Source: an optimization exercise on an open RTL-to-GDS flow (aim: small area, a short achievable clock period and few clock cycles). Production flows keep margins and buffers that such runs may drop.
Function was checked by simulation only, so behaviour that the tests miss may differ from the original.

west:
Design cpu, start of the top module:
module cpu(
    input  wire         clk,
    input  wire         rstn,
    output wire [31:0]  imem_addr,
    input  wire [31:0]  imem_rdata,
    output wire [31:0]  dmem_addr,
    output wire         dmem_we,
    output wire [1:0]   dmem_mode,    
    output wire [31:0]  dmem_wdata,
    input  wire [31:0]  dmem_rdata
);
    reg  [11:2] fpc;         
    reg         id_v;
    reg  [31:0] id_ir;
    reg  [31:2] id_pc;       
    reg         id_pred;     
    reg  [11:2] id_tlo;      
    reg         id_tc;       
    reg  [7:0]  id_offh;     
    reg         ex_v;
    reg  [31:0] ex_a, ex_b, ex_sd;
    reg  [31:2] ex_alt;
    reg  [4:0]  ex_rd;
    reg         ex_wr, ex_load, ex_store, ex_br, ex_jalr, ex_pred;
    reg  [2:0]  ex_f3;
    reg         ex_sub, ex_sel_sum, ex_sel_lt, ex_sel_xor, ex_sel_or, ex_sel_and;
    reg         ex_sel_sll, ex_sel_sr, ex_sra, ex_link;
    reg  [31:0] mem_res, mem_sd;
    reg  [4:0]  mem_rd;
    reg         mem_wr, mem_load, mem_store;
    reg  [2:0]  mem_f3;
    reg  [31:0] wb_raw;
    reg  [1:0]  wb_lo;
    reg  [2:0]  wb_f3;
    reg  [4:0]  wb_rd;
    reg         wb_wr;
    assign imem_addr = {20'b0, fpc, 2'b00};
    reg [31:0] wb_val;
    always @(*) begin : align
        reg [7:0]  by;
        reg [15:0] hw;
        case (wb_lo)
            2'b00:   by = wb_raw[7:0];
            2'b01:   by = wb_raw[15:8];
            2'b10:   by = wb_raw[23:16];
            default: by = wb_raw[31:24];
        endcase
        hw = wb_lo[1] ? wb_raw[31:16] : wb_raw[15:0];
        case (wb_f3[1:0])
            2'b00:   wb_val = {{24{~wb_f3[2] & by[7]}}, by};
  ...
Size in the first run: ~1,400 flip-flops, about 65,000 sq um of cells after synthesis.
export LEC_CHECK = 0
export CAP_MARGIN = 20
export CORE_MARGIN = 2
export CORE_UTILIZATION = 55
export SETUP_SLACK_MARGIN = 5
export SLEW_MARGIN = 20
export SYNTH_HIERARCHICAL = 1
export SYNTH_MINIMUM_KEEP_SIZE = 0
create_clock -name core_clock -period 10.0 [get_ports {clk}]
standard.sh (not shown) runs the stock make flow with config.mk's settings and CLKGATE_MAP_FILE= SYNTH_SCRIPT=/design/flow/synth_recipe.tcl, a recipe that flattens the netlist after the stock synthesis.
==> flow/flow/run.sh <==
#!/bin/bash
# The standard layout (standard.sh, unchanged synthesis), with:
# - buf_2 port buffers;
# - clock tree sink clusters of up to 30 flip-flops within 60 um, and no
#   dummy loads.
# Each ORFS step writes its own log under orfs/logs/; make's output goes to flow.log.
set -o pipefail
bash standard.sh SETUP_SLACK_MARGIN=6.7 MATCH_CELL_FOOTPRINT=0 \
    "BUFFER_PORTS_ARGS=-buffer_cell sky130_fd_sc_hd__buf_2" \
    "CTS_ARGS=-sink_clustering_enable -repair_clock_nets -sink_clustering_size 30 -sink_clustering_max_diameter 60 -dont_use_dummy_load" \
    finish > flow.log 2>&1
Testbench counts of west, summed over its fixed seeds: cycles 42,196.
### west -> north
--- a/flow/flow/run.sh
+++ b/flow/flow/run.sh
@@ -8 +8 @@
-bash standard.sh SETUP_SLACK_MARGIN=6.7 MATCH_CELL_FOOTPRINT=0 \
+bash standard.sh SETUP_SLACK_MARGIN=6.5 MATCH_CELL_FOOTPRINT=0 \
==> results.txt <==
Final cell area: north below west. Sort west and north by post-placement worst setup slack asc -> top: north. Between north and west, it is north whose all-layer global routing usage is lower, by 0.63 points. In north, the fill cell total of the finished layout came out 195 above the value in west. Summary — layout overhead on the synthesized area, north relative to west: lower, by 4.1 points. Worst hold slack in north is 0.047 ns below west. Taking west as the reference, in north weighted congestion at the end of routability-driven global placement now smaller, worst slew margin relative to its limit moved up.


cpu again, from the RTL that the note above started with.
export LEC_CHECK = 0
export CAP_MARGIN = 20
export CORE_MARGIN = 2
export CORE_UTILIZATION = 55
export SETUP_SLACK_MARGIN = 5
export SLEW_MARGIN = 20
export SYNTH_HIERARCHICAL = 1
export SYNTH_MINIMUM_KEEP_SIZE = 0
create_clock -name core_clock -period 10.0 [get_ports {clk}]
==> flow/flow/run.sh <==
#!/bin/bash
# The standard layout (standard.sh, unchanged synthesis), with a stronger
# setup repair: repair_timing aims for 6.7 ns of slack at the design's 10 ns
# clock and may resize cells across footprints. Ports get buf_2 buffers.
# Each ORFS step writes its own log under orfs/logs/; make's output goes to flow.log.
set -o pipefail
bash standard.sh SETUP_SLACK_MARGIN=6.7 MATCH_CELL_FOOTPRINT=0 \
    "BUFFER_PORTS_ARGS=-buffer_cell sky130_fd_sc_hd__buf_2" finish > flow.log 2>&1
Testbench counts at the start, summed over its fixed seeds: cycles 42,196.
Rerun with:
==> flow/flow/run.sh (replaced) <==
#!/bin/bash
# The standard layout (standard.sh, unchanged synthesis), with a stronger
# setup repair: repair_timing aims for 6.5 ns of slack at the design's 10 ns
# clock and may resize cells across footprints. Ports get buf_2 buffers.
# Each ORFS step writes its own log under orfs/logs/; make's output goes to flow.log.
set -o pipefail
bash standard.sh SETUP_SLACK_MARGIN=6.5 MATCH_CELL_FOOTPRINT=0 \
    "BUFFER_PORTS_ARGS=-buffer_cell sky130_fd_sc_hd__buf_2" finish > flow.log 2>&1
What happened: The new run completed without violations; synthesized area does not change; global-route usage decreases by 0.32 points; final area decreases by 3.7%.

-- static timing again, ports no longer ideal --
The flow's constraints put no driver on any port. The routed layouts listed below were extracted and timed again, unchanged, in two steps. Step 1, drivers: a clkbuf_16 drives clk and a buf_2 each remaining input, both assumed. Step 2 also shifts input and output timing later by t, the mid clock arrival at the registers, as if the neighbouring blocks saw the same clock. Slacks: no drivers / after step 1 / after step 2; pairs: no drivers / after step 1.
run	t, ns	setup WS [ns]	clock arrival spread, ns
west	0.810	6.264 / 6.280 / 5.470	0.123 / 0.123
north	0.797	6.279 / 6.281 / 5.484	0.134 / 0.134
the first run of note 2	0.849	6.357 / 6.372 / 5.524	0.078 / 0.077
the second run of note 2	0.879	6.329 / 6.333 / 5.454	0.030 / 0.030
After both steps every run listed still meets setup and hold. The setup slack of the second run of note 2, which loses most, moves by +0.004 ns with the drivers and by -0.875 ns with both steps.
